Background: an optimization exercise with open tools, aiming at small area and a short achievable clock period. Do not read the settings as production practice. In this exercise RTL edits were held to simulation tests only and were not proved equivalent to the original. No driver is modelled on the clock port, so clocking that relies on it looks cheaper here than on a real chip. Power is estimated from default activity; no workload was simulated.

==> v39 <==
==> flow/design.v <==
`default_nettype none
module sram_controller_pmu_sync (
    input  logic clk,
    input  logic reset_n,
    input  logic pwr_save_req,
    input  logic pwr_restore_req,
    output logic pwr_save_req_sync,
    output logic pwr_restore_req_sync
);
    logic [2:0] save_q;
    logic [2:0] restore_q;
    always_ff @(posedge clk or negedge reset_n) begin
        if (!reset_n) begin
            save_q    <= 3'b000;
            restore_q <= 3'b000;
        end else begin
            save_q    <= {save_q[1:0], pwr_save_req};
            restore_q <= {restore_q[1:0], pwr_restore_req};
        end
    end
    assign pwr_save_req_sync    = save_q[2];
    assign pwr_restore_req_sync = restore_q[2];
endmodule
`default_nettype wire
`default_nettype none
module sram_controller_wakeup_timer (
    input  logic clk,
    input  logic reset_n,
    input  logic enable,
    output logic timer_done
);
    logic [2:0] count;
    always_ff @(posedge clk or negedge reset_n) begin
        if (!reset_n) begin
            count <= 3'd0;
        end else if (enable) begin
            count <= count + 3'd1;
        end else begin
            count <= 3'd0;
        end
    end
    assign timer_done = count[2];
endmodule
`default_nettype wire
`default_nettype none
module sram_controller_fsm (
    input  logic       clk,
    input  logic       reset_n,
    input  logic       pwr_save_req_sync,
    input  logic       pwr_restore_req_sync,
    output logic [1:0] fsm_state,
    output logic       hready
);
    logic [1:0] state;
    logic       timer_done;
    sram_controller_wakeup_timer i_wakeup_timer (
        .clk(clk),
        .reset_n(reset_n),
        .enable(state[1]),
        .timer_done(timer_done)
    );
    always_ff @(posedge clk or negedge reset_n) begin
        if (!reset_n) begin
            state <= 2'b00;
        end else begin
            case (state)
                2'b00:   state <= {1'b0, pwr_save_req_sync};
                2'b01:   state <= pwr_restore_req_sync ? 2'b10 : 2'b01;
                2'b10:   state <= timer_done ? 2'b00 : 2'b10;
                default: state <= 2'b00;
            endcase
        end
    end
    assign fsm_state = state;
    assign hready    = ~(state[1] | state[0]);
endmodule
`default_nettype wire
`default_nettype none
module sram_controller_parity_xor32 (
    input  logic [31:0] data,
    output logic        parity
);
    assign parity = ^data;
endmodule
module sram_controller_parity (
    input  logic        clk,
    input  logic        reset_n,
    input  logic [31:0] rdata,
    input  logic        read_enable,
    input  logic        parity_in,
    output logic        parity_error
);
    logic rdata_parity;
    sram_controller_parity_xor32 i_rdata_parity (
        .data(rdata),
        .parity(rdata_parity)
    );
    always_ff @(posedge clk or negedge reset_n) begin
        if (!reset_n) begin
            parity_error <= 1'b0;
        end else begin
            parity_error <= read_enable & ~(rdata_parity ^ parity_in);
        end
    end
endmodule
`default_nettype wire
`default_nettype none
module sram_controller_parity_bit (
    input  logic clk,
    input  logic row,
    input  logic col_set,
    input  logic col_clr,
    output logic q
);
    always_ff @(posedge clk) begin
        q <= (q & ~(row & col_clr)) | (row & col_set);
    end
endmodule
module sram_controller_parity_sel8 (
    input  logic [7:0] bits,
    input  logic [7:0] sel,
    output logic       out
);
    assign out = |(bits & sel);
endmodule
module sram_controller_parity_sel16 (
    input  logic [15:0] bits,
    input  logic [15:0] sel,
    output logic        out
);
    logic [1:0] part;
    for (genvar g = 0; g < 2; g++) begin : g_part
        sram_controller_parity_sel8 u_sel (
            .bits(bits[g * 8 +: 8]),
            .sel(sel[g * 8 +: 8]),
            .out(part[g])
        );
    end
    assign out = |part;
endmodule
module sram_controller_parity_storage (
    input  logic       clk,
    input  logic       reset_n,
    input  logic       write_enable,
    input  logic [7:0] addr,
    input  logic       write_parity,
    output logic       read_parity
);
    logic [255:0] bits;
    logic [15:0]  row_sel;
    logic [15:0]  col_set;
    logic [15:0]  col_clr;
    logic [15:0]  row_hit;
    logic [15:0]  col_hit;
    logic [15:0]  row_val;
    always_comb begin
        for (int i = 0; i < 16; i++) begin
            row_hit[i] = (addr[7:4] == i[3:0]);
            col_hit[i] = (addr[3:0] == i[3:0]);
            row_sel[i] = ~reset_n | (write_enable & (addr[7:4] == i[3:0]));
            col_set[i] = reset_n & write_parity & (addr[3:0] == i[3:0]);
            col_clr[i] = ~reset_n | (~write_parity & (addr[3:0] == i[3:0]));
        end
    end
    for (genvar k = 0; k < 256; k++) begin : g_bit
        sram_controller_parity_bit u_bit (
            .clk(clk),
            .row(row_sel[k / 16]),
            .col_set(col_set[k % 16]),
            .col_clr(col_clr[k % 16]),
            .q(bits[k])
        );
    end
    for (genvar i = 0; i < 16; i++) begin : g_row
        sram_controller_parity_sel16 u_row (
            .bits(bits[i * 16 +: 16]),
            .sel(col_hit),
            .out(row_val[i])
        );
    end
    sram_controller_parity_sel16 u_col (
        .bits(row_val),
        .sel(row_hit),
        .out(read_parity)
    );
endmodule
`default_nettype wire
`default_nettype none
module sram_controller_ahb_lite (
    input  logic        hclk,
    input  logic        hreset_n,
    input  logic        hsel,
    input  logic [7:0]  haddr,
    input  logic        hwrite,
    input  logic [1:0]  htrans,
    input  logic [2:0]  hsize,
    input  logic [31:0] hwdata,
    output logic [31:0] hrdata,
    output logic        hresp,
    output logic        sram_csb0,
    output logic        sram_web0,
    output logic [7:0]  sram_addr0,
    output logic [31:0] sram_din0,
    output logic [3:0]  sram_wmask0,
    input  logic [31:0] sram_dout0,
    output logic        parity_error
);
    logic valid;
    logic read_enable;
    logic write_enable;
    logic parity_in;
    assign valid        = hsel & htrans[1];
    assign read_enable  = valid & ~hwrite;
    assign write_enable = valid & hwrite;
    assign sram_csb0  = ~valid;
    assign sram_web0  = ~write_enable;
    assign sram_addr0 = haddr;
    assign sram_din0  = hwdata;
    assign hresp      = 1'b0;
    always_comb begin
        case (hsize)
            3'b000:  sram_wmask0 = 4'b0001 << haddr[1:0];
            3'b001:  sram_wmask0 = haddr[1] ? 4'b1100 : 4'b0011;
            default: sram_wmask0 = 4'b1111;
        endcase
    end
    always_ff @(posedge hclk or negedge hreset_n) begin
        if (!hreset_n) begin
            hrdata <= 32'h0;
        end else if (read_enable) begin
            hrdata <= sram_dout0;
        end
    end
    sram_controller_parity_storage i_parity_storage (
        .clk(hclk),
        .reset_n(hreset_n),
        .write_enable(write_enable),
        .addr(haddr),
        .write_parity(~^hwdata),
        .read_parity(parity_in)
    );
    sram_controller_parity i_parity (
        .clk(hclk),
        .reset_n(hreset_n),
        .rdata(sram_dout0),
        .read_enable(read_enable),
        .parity_in(parity_in),
        .parity_error(parity_error)
    );
endmodule
`default_nettype wire
`default_nettype none
module sram_controller (
    input  logic        hclk,
    input  logic        hreset_n,
    input  logic        hsel,
    input  logic [7:0]  haddr,
    input  logic        hwrite,
    input  logic [1:0]  htrans,
    input  logic [2:0]  hsize,
    input  logic [31:0] hwdata,
    output logic [31:0] hrdata,
    output logic        hready,
    output logic        hresp,
    input  logic        pwr_save_req,
    input  logic        pwr_restore_req,
    output logic        sram_csb0,
    output logic        sram_web0,
    output logic [7:0]  sram_addr0,
    output logic [31:0] sram_din0,
    output logic [3:0]  sram_wmask0,
    input  logic [31:0] sram_dout0,
    output logic        parity_error,
    output logic [1:0]  fsm_state
);
    logic pwr_save_req_sync;
    logic pwr_restore_req_sync;
    sram_controller_pmu_sync i_pmu_sync (
        .clk(hclk),
        .reset_n(hreset_n),
        .pwr_save_req(pwr_save_req),
        .pwr_restore_req(pwr_restore_req),
        .pwr_save_req_sync(pwr_save_req_sync),
        .pwr_restore_req_sync(pwr_restore_req_sync)
    );
    sram_controller_fsm i_fsm (
        .clk(hclk),
        .reset_n(hreset_n),
        .pwr_save_req_sync(pwr_save_req_sync),
        .pwr_restore_req_sync(pwr_restore_req_sync),
        .fsm_state(fsm_state),
        .hready(hready)
    );
    sram_controller_ahb_lite i_ahb_lite (
        .hclk(hclk),
        .hreset_n(hreset_n),
        .hsel(hsel),
        .haddr(haddr),
        .hwrite(hwrite),
        .htrans(htrans),
        .hsize(hsize),
        .hwdata(hwdata),
        .hrdata(hrdata),
        .hresp(hresp),
        .sram_csb0(sram_csb0),
        .sram_web0(sram_web0),
        .sram_addr0(sram_addr0),
        .sram_din0(sram_din0),
        .sram_wmask0(sram_wmask0),
        .sram_dout0(sram_dout0),
        .parity_error(parity_error)
    );
endmodule
`default_nettype wire
==> flow/flow/run.sh <==
#!/bin/bash
# Own layout flow: the standard ORFS flow (standard.sh: unchanged synthesis,
# floorplan, power grid and tap cells, placement, routing), with hooks that
# change how the paths from the input ports are built:
#  - synthesis buffers are removed at floorplan (REMOVE_ABC_BUFFERS) and the
#    ports are buffered with buf_1;
#  - io_fast.tcl (before the placement resizer): each input buffer drives only
#    the pins that lead to an output port; its loads that only reach registers
#    are moved behind a buffer of their own;
#  - tighten.tcl (CTS and global route stages): the stage's timing repair runs
#    against a tighter input delay (the SDC's is restored right after);
#  - the clock tree uses larger sink clusters and no dummy loads.
# The make run's full output goes to standard_flow.log in the work folder;
# ORFS's own per-step logs are under orfs/logs/.
set -euo pipefail
cd "$(dirname "${BASH_SOURCE[0]}")/.."
F=$PWD/flow

export REMOVE_ABC_BUFFERS=1
export BUFFER_PORTS_ARGS="-buffer_cell sky130_fd_sc_hd__buf_1"
export IO_FAST_IN_CELL=sky130_fd_sc_hd__buf_1
export IO_FAST_OUT_CELL=sky130_fd_sc_hd__buf_1
export IO_FAST_ISO_CELL=sky130_fd_sc_hd__buf_4
export IO_FAST_IN_DELAY=${IO_FAST_IN_DELAY:-7.4}
export PRE_RESIZE_TCL=$F/io_fast.tcl
export PRE_CTS_TCL=$F/tighten.tcl
export PRE_GLOBAL_ROUTE_TCL=$F/tighten.tcl
export CTS_ARGS="-sink_clustering_enable -repair_clock_nets -buf_list {sky130_fd_sc_hd__clkbuf_8} -sink_clustering_size 16 -sink_clustering_max_diameter 50 -dont_use_dummy_load"

bash standard.sh > standard_flow.log 2>&1
==> flow/flow/io_fast.tcl <==
# Port-to-port paths: after buffer_ports, let each input buffer drive only the
# pins that lead combinationally to an output port, and move its other loads
# (those that only reach registers) behind a buffer of their own. Port buffers
# are then sized for speed.

proc io_fast_reaches_output { pin } {
  set paths [find_timing_paths -through $pin -to [all_outputs] -group_path_count 1]
  return [expr { [llength $paths] > 0 }]
}

proc io_fast { } {
  set in_cell  $::env(IO_FAST_IN_CELL)
  set out_cell $::env(IO_FAST_OUT_CELL)
  set iso_cell $::env(IO_FAST_ISO_CELL)
  set clk_port [get_full_name [get_property [lindex [all_clocks] 0] sources]]
  set n_iso 0
  foreach port [get_ports -filter "direction==output"] {
    set net [get_nets [get_full_name $port]]
    set drv [get_pins -of_objects $net -filter "direction==output"]
    if { [llength $drv] != 1 } { continue }
    set inst [get_cells -of_objects $drv]
    if { [string match "*__buf_*" [get_property $inst ref_name]] ||
         [string match "*__clkdlybuf*" [get_property $inst ref_name]] ||
         [string match "*__clkbuf_*" [get_property $inst ref_name]] } {
      replace_cell $inst $out_cell
    }
  }
  foreach port [get_ports -filter "direction==input"] {
    set pname [get_full_name $port]
    if { $pname eq $clk_port } { continue }
    set loads [get_pins -of_objects [get_nets $pname] -filter "direction==input"]
    if { [llength $loads] != 1 } { continue }
    set inbuf [get_cells -of_objects $loads]
    set ref [get_property $inbuf ref_name]
    if { ![string match "*buf*" $ref] } { continue }
    replace_cell $inbuf $in_cell
    set xnet [get_nets -of_objects [get_pins -of_objects $inbuf -filter "direction==output"]]
    set keep {}
    set move {}
    foreach s [get_pins -of_objects $xnet -filter "direction==input"] {
      if { [io_fast_reaches_output $s] } {
        lappend keep $s
      } else {
        lappend move $s
      }
    }
    if { [llength $keep] > 0 && [llength $move] > 1 } {
      insert_buffer -buffer_cell $iso_cell -net $xnet -load_pins $move
      incr n_iso
    }
  }
  puts "io_fast: isolated the register loads of $n_iso input ports"
}

io_fast
==> flow/flow/tighten.tcl <==
# Wraps ORFS's repair_timing_helper so that the stage's own timing repair runs
# against a tighter input delay (IO_FAST_IN_DELAY, max only, instead of the
# SDC's), which makes the repair speed up every path from an input port, to
# registers and to output ports alike. The SDC's input delay is restored
# right after the repair, so nothing of it is written to the stage's SDC.
proc io_fast_inputs { } {
  set clk_src [get_full_name [get_property [lindex [all_clocks] 0] sources]]
  set ins {}
  foreach p [all_inputs] {
    if { [get_full_name $p] ne $clk_src } { lappend ins $p }
  }
  return $ins
}

if { [info commands io_fast_orig_repair_timing_helper] eq "" } {
  rename repair_timing_helper io_fast_orig_repair_timing_helper
  proc repair_timing_helper { args } {
    set clk [lindex [all_clocks] 0]
    set ins [io_fast_inputs]
    set_input_delay -max $::env(IO_FAST_IN_DELAY) -clock $clk $ins
    io_fast_orig_repair_timing_helper {*}$args
    set_input_delay -max [expr { $::env(FLOW_PERIOD_NS) * 0.2 }] -clock $clk $ins
    report_worst_slack -max
  }
}
==> flow/standard.sh <==
#!/bin/bash
# synth_recipe.tcl (not shown) runs the flow's synth.tcl, then flattens the netlist and writes it again
# the make line also repeats each setting of config.mk as NAME=value (left out here)
make -C /OpenROAD-flow-scripts/flow DESIGN_CONFIG=/design/flow/config.mk WORK_HOME=/design/flow/orfs CLKGATE_MAP_FILE= SYNTH_SCRIPT=/design/flow/synth_recipe.tcl "${@:-finish}"
==> flow/config.mk <==
export PLATFORM = sky130hd
export DESIGN_NAME = sram_controller
export DESIGN_NICKNAME = sram_controller
export VERILOG_FILES = /design/flow/design.v
export SDC_FILE = /design/flow/constraint.sdc
export NUM_CORES = 4
export LEC_CHECK = 0
export CAP_MARGIN = 20
export CORE_MARGIN = 2
export CORE_UTILIZATION = 40
export GPL_TIMING_DRIVEN = 0
export PLACE_DENSITY = 0.6
export SLEW_MARGIN = 20
export SYNTH_HIERARCHICAL = 1
export SYNTH_MINIMUM_KEEP_SIZE = 0
==> flow/constraint.sdc <==
create_clock -name core_clock -period 10.0 [get_ports {hclk}]
set_input_delay 2.0000 -clock core_clock [delete_from_list [all_inputs] [get_ports {hclk}]]
set_output_delay 2.0000 -clock core_clock [all_outputs]
set_load 0.01 [all_outputs]
==> v6 (differences from v39) <==
--- a/flow/design.v
+++ b/flow/design.v
@@ -26,18 +26,6 @@
 module sram_controller_wakeup_timer (
-    input  logic clk,
-    input  logic reset_n,
-    input  logic enable,
-    output logic timer_done
+    input  logic [2:0] count,
+    output logic [2:0] count_next
 );
-    logic [2:0] count;
-    always_ff @(posedge clk or negedge reset_n) begin
-        if (!reset_n) begin
-            count <= 3'd0;
-        end else if (enable) begin
-            count <= count + 3'd1;
-        end else begin
-            count <= 3'd0;
-        end
-    end
-    assign timer_done = count[2];
+    assign count_next = (count[2] & count[1]) ? 3'b000 : count + 3'd1;
 endmodule
@@ -53,9 +41,7 @@
 );
-    logic [1:0] state;
-    logic       timer_done;
+    logic [2:0] state;
+    logic [2:0] wakeup_next;
     sram_controller_wakeup_timer i_wakeup_timer (
-        .clk(clk),
-        .reset_n(reset_n),
-        .enable(state[1]),
-        .timer_done(timer_done)
+        .count(state),
+        .count_next(wakeup_next)
     );
@@ -63,9 +49,8 @@
         if (!reset_n) begin
-            state <= 2'b00;
+            state <= 3'b000;
         end else begin
             case (state)
-                2'b00:   state <= {1'b0, pwr_save_req_sync};
-                2'b01:   state <= pwr_restore_req_sync ? 2'b10 : 2'b01;
-                2'b10:   state <= timer_done ? 2'b00 : 2'b10;
-                default: state <= 2'b00;
+                3'b000:  state <= {2'b00, pwr_save_req_sync};
+                3'b001:  state <= pwr_restore_req_sync ? 3'b010 : 3'b001;
+                default: state <= wakeup_next;
             endcase
@@ -73,4 +58,4 @@
     end
-    assign fsm_state = state;
-    assign hready    = ~(state[1] | state[0]);
+    assign fsm_state = {state[2] | state[1], ~state[2] & ~state[1] & state[0]};
+    assign hready    = ~(state[2] | state[1] | state[0]);
 endmodule
@@ -118,8 +103,8 @@
 endmodule
-module sram_controller_parity_sel8 (
-    input  logic [7:0] bits,
-    input  logic [7:0] sel,
+module sram_controller_parity_sel4 (
+    input  logic [3:0] bits,
+    input  logic [3:0] sel_n,
     output logic       out
 );
-    assign out = |(bits & sel);
+    assign out = &(bits | sel_n);
 endmodule
@@ -127,10 +112,10 @@
     input  logic [15:0] bits,
-    input  logic [15:0] sel,
+    input  logic [15:0] sel_n,
     output logic        out
 );
-    logic [1:0] part;
-    for (genvar g = 0; g < 2; g++) begin : g_part
-        sram_controller_parity_sel8 u_sel (
-            .bits(bits[g * 8 +: 8]),
-            .sel(sel[g * 8 +: 8]),
+    logic [3:0] part;
+    for (genvar g = 0; g < 4; g++) begin : g_part
+        sram_controller_parity_sel4 u_sel (
+            .bits(bits[g * 4 +: 4]),
+            .sel_n(sel_n[g * 4 +: 4]),
             .out(part[g])
@@ -138,3 +123,3 @@
     end
-    assign out = |part;
+    assign out = &part;
 endmodule
@@ -154,2 +139,4 @@
     logic [15:0]  col_hit;
+    logic [15:0]  row_hit_n;
+    logic [15:0]  col_hit_n;
     logic [15:0]  row_val;
@@ -159,2 +146,4 @@
             col_hit[i] = (addr[3:0] == i[3:0]);
+            row_hit_n[i] = ~row_hit[i];
+            col_hit_n[i] = ~col_hit[i];
             row_sel[i] = ~reset_n | (write_enable & (addr[7:4] == i[3:0]));
@@ -176,3 +165,3 @@
             .bits(bits[i * 16 +: 16]),
-            .sel(col_hit),
+            .sel_n(col_hit_n),
             .out(row_val[i])
@@ -182,3 +171,3 @@
         .bits(row_val),
-        .sel(row_hit),
+        .sel_n(row_hit_n),
         .out(read_parity)
@@ -188,2 +177,18 @@
 `default_nettype none
+module sram_controller_hrdata_bit (
+    input  logic clk,
+    input  logic reset_n,
+    input  logic load,
+    input  logic hold,
+    input  logic d,
+    output logic q
+);
+    always_ff @(posedge clk or negedge reset_n) begin
+        if (!reset_n) begin
+            q <= 1'b0;
+        end else begin
+            q <= (load & d) | (hold & q);
+        end
+    end
+endmodule
 module sram_controller_ahb_lite (
@@ -226,8 +231,11 @@
     end
-    always_ff @(posedge hclk or negedge hreset_n) begin
-        if (!hreset_n) begin
-            hrdata <= 32'h0;
-        end else if (read_enable) begin
-            hrdata <= sram_dout0;
-        end
+    for (genvar i = 0; i < 32; i++) begin : g_hrdata
+        sram_controller_hrdata_bit u_bit (
+            .clk(hclk),
+            .reset_n(hreset_n),
+            .load(read_enable),
+            .hold(~read_enable),
+            .d(sram_dout0[i]),
+            .q(hrdata[i])
+        );
     end
--- a/flow/flow/run.sh
+++ b/flow/flow/run.sh
@@ -10,4 +10,6 @@
 #  - tighten.tcl (CTS and global route stages): the stage's timing repair runs
-#    against a tighter input delay (the SDC's is restored right after);
-#  - the clock tree uses larger sink clusters and no dummy loads.
+#    against a tighter input delay (the SDC's is restored right after),
+#    followed by a power-recovery pass that sizes cells back down where that
+#    tighter delay leaves slack;
+#  - the clock tree uses its own buffer list and sink clustering, and no dummy loads.
 # The make run's full output goes to standard_flow.log in the work folder;
@@ -23,3 +25,4 @@
 export IO_FAST_ISO_CELL=sky130_fd_sc_hd__buf_4
-export IO_FAST_IN_DELAY=${IO_FAST_IN_DELAY:-7.4}
+export IO_FAST_IN_DELAY=${IO_FAST_IN_DELAY:-7.6}
+export IO_FAST_RECOVER=100
 export PRE_RESIZE_TCL=$F/io_fast.tcl
@@ -27,3 +30,3 @@
 export PRE_GLOBAL_ROUTE_TCL=$F/tighten.tcl
-export CTS_ARGS="-sink_clustering_enable -repair_clock_nets -buf_list {sky130_fd_sc_hd__clkbuf_8} -sink_clustering_size 16 -sink_clustering_max_diameter 50 -dont_use_dummy_load"
+export CTS_ARGS="-sink_clustering_enable -repair_clock_nets -buf_list {sky130_fd_sc_hd__clkbuf_4} -sink_clustering_size 12 -sink_clustering_max_diameter 30 -dont_use_dummy_load"
 
--- a/flow/flow/tighten.tcl
+++ b/flow/flow/tighten.tcl
@@ -5,2 +5,4 @@
 # right after the repair, so nothing of it is written to the stage's SDC.
+# With IO_FAST_RECOVER set, a power-recovery pass (which sizes cells down
+# where there is slack) follows the repair, against the same tighter delay.
 proc io_fast_inputs { } {
@@ -21,2 +23,6 @@
     io_fast_orig_repair_timing_helper {*}$args
+    if { [info exists ::env(IO_FAST_RECOVER)] && $::env(IO_FAST_RECOVER) > 0 } {
+      # Size cells back down where the tighter input delay leaves slack.
+      log_cmd repair_timing -recover_power $::env(IO_FAST_RECOVER) -setup_margin 0 -verbose
+    }
     set_input_delay -max [expr { $::env(FLOW_PERIOD_NS) * 0.2 }] -clock $clk $ins
--- a/flow/config.mk
+++ b/flow/config.mk
@@ -9,5 +9,5 @@
 export CORE_MARGIN = 2
-export CORE_UTILIZATION = 40
+export CORE_UTILIZATION = 50
 export GPL_TIMING_DRIVEN = 0
-export PLACE_DENSITY = 0.6
+export PLACE_DENSITY = 0.8
 export SLEW_MARGIN = 20
==> v24 (differences from v39) <==
--- a/flow/design.v
+++ b/flow/design.v
@@ -78,8 +78,2 @@
 `default_nettype none
-module sram_controller_parity_xor32 (
-    input  logic [31:0] data,
-    output logic        parity
-);
-    assign parity = ^data;
-endmodule
 module sram_controller_parity (
@@ -92,7 +86,2 @@
 );
-    logic rdata_parity;
-    sram_controller_parity_xor32 i_rdata_parity (
-        .data(rdata),
-        .parity(rdata_parity)
-    );
     always_ff @(posedge clk or negedge reset_n) begin
@@ -101,41 +90,8 @@
         end else begin
-            parity_error <= read_enable & ~(rdata_parity ^ parity_in);
-        end
-    end
-endmodule
-`default_nettype wire
-`default_nettype none
-module sram_controller_parity_bit (
-    input  logic clk,
-    input  logic row,
-    input  logic col_set,
-    input  logic col_clr,
-    output logic q
-);
-    always_ff @(posedge clk) begin
-        q <= (q & ~(row & col_clr)) | (row & col_set);
-    end
-endmodule
-module sram_controller_parity_sel8 (
-    input  logic [7:0] bits,
-    input  logic [7:0] sel,
-    output logic       out
-);
-    assign out = |(bits & sel);
-endmodule
-module sram_controller_parity_sel16 (
-    input  logic [15:0] bits,
-    input  logic [15:0] sel,
-    output logic        out
-);
-    logic [1:0] part;
-    for (genvar g = 0; g < 2; g++) begin : g_part
-        sram_controller_parity_sel8 u_sel (
-            .bits(bits[g * 8 +: 8]),
-            .sel(sel[g * 8 +: 8]),
-            .out(part[g])
-        );
-    end
-    assign out = |part;
-endmodule
+            parity_error <= read_enable & ~(^rdata ^ parity_in);
+        end
+    end
+endmodule
+`default_nettype wire
+`default_nettype none
 module sram_controller_parity_storage (
@@ -150,37 +106,19 @@
     logic [15:0]  row_sel;
-    logic [15:0]  col_set;
-    logic [15:0]  col_clr;
-    logic [15:0]  row_hit;
-    logic [15:0]  col_hit;
-    logic [15:0]  row_val;
+    logic [15:0]  col_sel;
+    logic         wdata;
     always_comb begin
         for (int i = 0; i < 16; i++) begin
-            row_hit[i] = (addr[7:4] == i[3:0]);
-            col_hit[i] = (addr[3:0] == i[3:0]);
             row_sel[i] = ~reset_n | (write_enable & (addr[7:4] == i[3:0]));
-            col_set[i] = reset_n & write_parity & (addr[3:0] == i[3:0]);
-            col_clr[i] = ~reset_n | (~write_parity & (addr[3:0] == i[3:0]));
-        end
-    end
-    for (genvar k = 0; k < 256; k++) begin : g_bit
-        sram_controller_parity_bit u_bit (
-            .clk(clk),
-            .row(row_sel[k / 16]),
-            .col_set(col_set[k % 16]),
-            .col_clr(col_clr[k % 16]),
-            .q(bits[k])
-        );
-    end
-    for (genvar i = 0; i < 16; i++) begin : g_row
-        sram_controller_parity_sel16 u_row (
-            .bits(bits[i * 16 +: 16]),
-            .sel(col_hit),
-            .out(row_val[i])
-        );
-    end
-    sram_controller_parity_sel16 u_col (
-        .bits(row_val),
-        .sel(row_hit),
-        .out(read_parity)
-    );
+            col_sel[i] = ~reset_n | (addr[3:0] == i[3:0]);
+        end
+    end
+    assign wdata = write_parity & reset_n;
+    always_ff @(posedge clk) begin
+        for (int k = 0; k < 256; k++) begin
+            if (row_sel[k / 16] & col_sel[k % 16]) begin
+                bits[k] <= wdata;
+            end
+        end
+    end
+    assign read_parity = bits[addr];
 endmodule
--- a/flow/flow/run.sh
+++ b/flow/flow/run.sh
@@ -23,3 +23,3 @@
 export IO_FAST_ISO_CELL=sky130_fd_sc_hd__buf_4
-export IO_FAST_IN_DELAY=${IO_FAST_IN_DELAY:-7.4}
+export IO_FAST_IN_DELAY=${IO_FAST_IN_DELAY:-7.6}
 export PRE_RESIZE_TCL=$F/io_fast.tcl
--- a/flow/config.mk
+++ b/flow/config.mk
@@ -13,3 +13 @@
 export SLEW_MARGIN = 20
-export SYNTH_HIERARCHICAL = 1
-export SYNTH_MINIMUM_KEEP_SIZE = 0
==> notes <==
- Synthesized cell count: v6 > v39 > v24.
- The highest first-iteration DRC count belongs to v6, the lowest to v24.
- Between v24 and v6, the lower hold slack is in v6 (gap 0.0027 ns).
- Total power, lowest first: v6, v39, v24.
- Combinational power: v39 is lower than v6 (11%).
- Routed wire length, highest first: v6, v39, v24.
- Register-to-register slack: v6 > v39 > v24.

separate check: timing with driven ports:
Ports are ideal in the flow. The routed layouts listed here were re-timed in OpenROAD. Step 1 (the two cells are an assumption about what drives the block):
set clk [get_ports {hclk}]
set_driving_cell -lib_cell sky130_fd_sc_hd__clkbuf_16 $clk
set_driving_cell -lib_cell sky130_fd_sc_hd__buf_2 [delete_from_list [all_inputs] $clk]
Step 2, shift: input delay + t, output delay - t, t = (earliest + latest rising clock arrival at the registers) / 2. This alone moves slack from input paths to output paths. a / b / c = no drivers / after step 1 / after step 2; a / b = the first two.
run	shift t [ns]	setup WS [ns]	clock arrival spread, ns	worst data-port slew with drivers (ns)
v39	0.562	5.432 / 5.406 / 5.004	0.055 / 0.055	0.05
v6	0.713	5.513 / 5.468 / 5.025	0.086 / 0.086	0.06
v24	0.604	5.462 / 5.393 / 5.079	0.038 / 0.038	0.07
After both steps setup and hold are still met in every run listed. The setup slack of v6, which loses most, moves by -0.045 ns with the drivers and by -0.488 ns with both steps.
